What follows belongs to an exercise in optimizing a design on an open flow for small area, a short achievable clock period and few clock cycles; a production flow would make more cautious choices.

// sha256_v2
module sha256_v2(
    input wire i_clk,
    input wire i_rst,
    input wire i_write,
    input wire [7:0] i_N,
    input wire [8:0] i_bit_miss,
    input wire i_read,
    input wire [31:0] i_data,
    output reg [31:0] o_data,
    output reg o_done
);
==> flow/config.mk <==
export PLATFORM = sky130hd
export DESIGN_NAME = sha256_v2
export DESIGN_NICKNAME = sha256_v2
export VERILOG_FILES = /design/flow/design.v
export SDC_FILE = /design/flow/constraint.sdc
export NUM_CORES = 8
export LEC_CHECK = 0
export ABC_AREA = 1
export CAP_MARGIN = 20
export CORE_MARGIN = 2
export CORE_UTILIZATION = 60
export CTS_CLUSTER_DIAMETER = 100
export CTS_CLUSTER_SIZE = 20
export SLEW_MARGIN = 20
==> flow/constraint.sdc <==
create_clock -name core_clock -period 20.0 [get_ports {i_clk}]
set_input_delay 4.0000 -clock core_clock [delete_from_list [all_inputs] [get_ports {i_clk}]]
set_output_delay 4.0000 -clock core_clock [all_outputs]
set_load 0.01 [all_outputs]
standard.sh (not shown) runs the stock make flow with config.mk's settings and CLKGATE_MAP_FILE= SYNTH_SCRIPT=/design/flow/synth_recipe.tcl, a recipe that flattens the netlist after the stock synthesis.
==> flow/flow/run.sh <==
#!/bin/bash
# Layout flow: the standard synthesis, then the standard layout with
# the timing repair told to keep a setup margin, so that it closes the design
# at a shorter period than the 20 ns constraint, and with the ports buffered
# by plain buffers (which the repair may then resize). Each step's full
# output goes to a log file of its own here.
set -euo pipefail
MARGIN=14.9
bash standard.sh synth > synth.log 2>&1
bash standard.sh SETUP_SLACK_MARGIN=$MARGIN "BUFFER_PORTS_ARGS=-buffer_cell sky130_fd_sc_hd__buf_2" "CTS_ARGS=-sink_clustering_enable -repair_clock_nets -sink_clustering_size 20 -sink_clustering_max_diameter 100 -dont_use_dummy_load" finish > layout.log 2>&1
Then changed:
==> flow/flow/run.sh (replaced) <==
#!/bin/bash
# Layout flow: the standard synthesis, then the standard layout with
# the timing repair told to keep a setup margin, so that it closes the design
# at a shorter period than the 20 ns constraint, and with the ports buffered
# by plain buffers (which the repair may then resize); the flip-flops that
# drive output ports are placed next to the ports' buffers. Each step's full
# output goes to a log file of its own here. The repair after global routing
# keeps a larger margin, for what detailed routing adds.
set -euo pipefail
MARGIN=14.9
GRT_MARGIN=15.05
bash standard.sh synth > synth.log 2>&1
ARGS=("BUFFER_PORTS_ARGS=-buffer_cell sky130_fd_sc_hd__buf_2" "POST_GLOBAL_PLACE_TCL=$PWD/flow/place_io_flops.tcl" "CTS_ARGS=-sink_clustering_enable -repair_clock_nets -sink_clustering_size 20 -sink_clustering_max_diameter 100 -dont_use_dummy_load")
bash standard.sh SETUP_SLACK_MARGIN=$MARGIN "${ARGS[@]}" cts > layout.log 2>&1
bash standard.sh SETUP_SLACK_MARGIN=$GRT_MARGIN "${ARGS[@]}" finish > layout2.log 2>&1
==> flow/flow/place_io_flops.tcl (new file) <==
# After global placement: put each flip-flop that drives an output port's
# buffer next to that buffer, so the flop-to-port path has a short wire.
# Detailed placement legalizes the moved cells afterwards.
set block [ord::get_db_block]
set moved 0
foreach bterm [$block getBTerms] {
  if {[$bterm getIoType] ne "OUTPUT"} { continue }
  set net [$bterm getNet]
  if {$net eq "NULL"} { continue }
  set buf ""
  foreach it [$net getITerms] {
    if {[$it isOutputSignal]} { set buf [$it getInst] }
  }
  if {$buf eq ""} { continue }
  set ff ""
  foreach it [$buf getITerms] {
    if {![$it isInputSignal]} { continue }
    set n2 [$it getNet]
    if {$n2 eq "NULL"} { continue }
    foreach jt [$n2 getITerms] {
      if {[$jt isOutputSignal] && [[[$jt getInst] getMaster] isSequential]} { set ff [$jt getInst] }
    }
  }
  if {$ff eq ""} { continue }
  set loc [$buf getLocation]
  $ff setLocation [lindex $loc 0] [lindex $loc 1]
  incr moved
}
puts "place_io_flops: moved $moved flip-flops next to their output buffers"
Effect: Clock-buffer cell count stays the same; cell area increases by 0.95%; worst hold slack is better by 0.028 ns; clock skew decreases by 0.018 ns; wire length increases by 0.56%; global-route usage stays flat; fmax increases by 1.8%; non-clock buffer count increases by 22; worst setup slack is better by 0.093 ns; utilization increases by 0.61 points.
Then changed:
==> flow/flow/run.sh (replaced) <==
#!/bin/bash
# Layout flow: the standard synthesis, then the standard layout with
# the timing repair told to keep a setup margin, so that it closes the design
# at a shorter period than the 20 ns constraint, and with the ports buffered
# by plain buffers (which the repair may then resize). Each step's full
# output goes to a log file of its own here.
set -euo pipefail
MARGIN=14.9
bash standard.sh synth > synth.log 2>&1
bash standard.sh SETUP_SLACK_MARGIN=$MARGIN MATCH_CELL_FOOTPRINT=0 "BUFFER_PORTS_ARGS=-buffer_cell sky130_fd_sc_hd__buf_2" "CTS_ARGS=-sink_clustering_enable -repair_clock_nets -sink_clustering_size 20 -sink_clustering_max_diameter 100 -dont_use_dummy_load" finish > layout.log 2>&1
removed: flow/flow/place_io_flops.tcl
Result:
- sequential cell count does not change
- register-to-register slack loses 0.15 ns
- final cell count hardly moves
- fmax decreases by 1.4%
- core utilization shrinks by 0.46 points
- first-iteration DRC count is higher by 6.8%
- routed wire length came out higher by 2.1%
Then changed:
==> flow/flow/run.sh (replaced) <==
#!/bin/bash
# Layout flow: the standard synthesis, then the standard layout with
# the timing repair told to keep a setup margin, so that it closes the design
# at a shorter period than the 20 ns constraint, and with the ports buffered
# by plain buffers (which the repair may then resize); the flip-flops that
# drive output ports are placed next to the ports' buffers. Each step's full
# output goes to a log file of its own here. The repair after global routing
# keeps a larger margin, for what detailed routing adds.
set -euo pipefail
MARGIN=14.9
GRT_MARGIN=15.1
bash standard.sh synth > synth.log 2>&1
ARGS=("MATCH_CELL_FOOTPRINT=0" "BUFFER_PORTS_ARGS=-buffer_cell sky130_fd_sc_hd__buf_2" "POST_GLOBAL_PLACE_TCL=$PWD/flow/place_io_flops.tcl" "CTS_ARGS=-sink_clustering_enable -repair_clock_nets -sink_clustering_size 20 -sink_clustering_max_diameter 100 -dont_use_dummy_load")
bash standard.sh SETUP_SLACK_MARGIN=$MARGIN "${ARGS[@]}" cts > layout.log 2>&1
bash standard.sh SETUP_SLACK_MARGIN=$GRT_MARGIN "${ARGS[@]}" finish > layout2.log 2>&1
==> flow/flow/place_io_flops.tcl (new file) <==
# After global placement: put each flip-flop that drives an output port's
# buffer next to that buffer, so the flop-to-port path has a short wire.
# Detailed placement legalizes the moved cells afterwards.
set block [ord::get_db_block]
set moved 0
foreach bterm [$block getBTerms] {
  if {[$bterm getIoType] ne "OUTPUT"} { continue }
  set net [$bterm getNet]
  if {$net eq "NULL"} { continue }
  set buf ""
  foreach it [$net getITerms] {
    if {[$it isOutputSignal]} { set buf [$it getInst] }
  }
  if {$buf eq ""} { continue }
  set ff ""
  foreach it [$buf getITerms] {
    if {![$it isInputSignal]} { continue }
    set n2 [$it getNet]
    if {$n2 eq "NULL"} { continue }
    foreach jt [$n2 getITerms] {
      if {[$jt isOutputSignal] && [[[$jt getInst] getMaster] isSequential]} { set ff [$jt getInst] }
    }
  }
  if {$ff eq ""} { continue }
  set loc [$buf getLocation]
  $ff setLocation [lindex $loc 0] [lindex $loc 1]
  incr moved
}
puts "place_io_flops: moved $moved flip-flops next to their output buffers"
Effect: Synthesized area is unchanged. Final area went up slightly. Sequential share of layout area went down by 0.46 points.
Function was not checked in any run of this note: the RTL went through the layout flow alone.

re-timing with driven ports:
In the flow no input, the clock included, has a driving cell. The finished layouts below were timed again as built, in two steps. Step 1 (the two cells are an assumption about what drives the block):
set clk [get_ports {i_clk}]
set_driving_cell -lib_cell sky130_fd_sc_hd__clkbuf_16 $clk
set_driving_cell -lib_cell sky130_fd_sc_hd__buf_2 [delete_from_list [all_inputs] $clk]
Step 2 adds t to the input delays and takes it off the output delays; t is the mean of the earliest and latest rising clock arrival at the registers after step 1. Input paths then give back, and output paths get back, about the clock's delay inside the block. Slacks: no drivers / after step 1 / after step 2; pairs: no drivers / after step 1.
| run | t (ns) | slack for setup (ns) | latest minus earliest clock arrival (ns) | worst register clock-pin slew, ns | pins driven straight from the clock port |
|---|---|---|---|---|---|
| the first run | 0.738 | 14.791 / 14.712 / 14.373 | 0.103 / 0.103 | 0.09 / 0.09 | 1 |
| the second run | 0.728 | 14.884 / 14.806 / 14.192 | 0.083 / 0.084 | 0.10 / 0.10 | 1 |
| the third run | 0.744 | 14.813 / 14.730 / 14.292 | 0.098 / 0.097 | 0.10 / 0.10 | 1 |
| the fourth run | 0.727 | 14.870 / 14.788 / 14.323 | 0.087 / 0.087 | 0.09 / 0.09 | 1 |
After both steps every run listed still meets setup and hold. The setup slack of the second run, which loses most, moves by -0.078 ns with the drivers and by -0.692 ns with both steps.
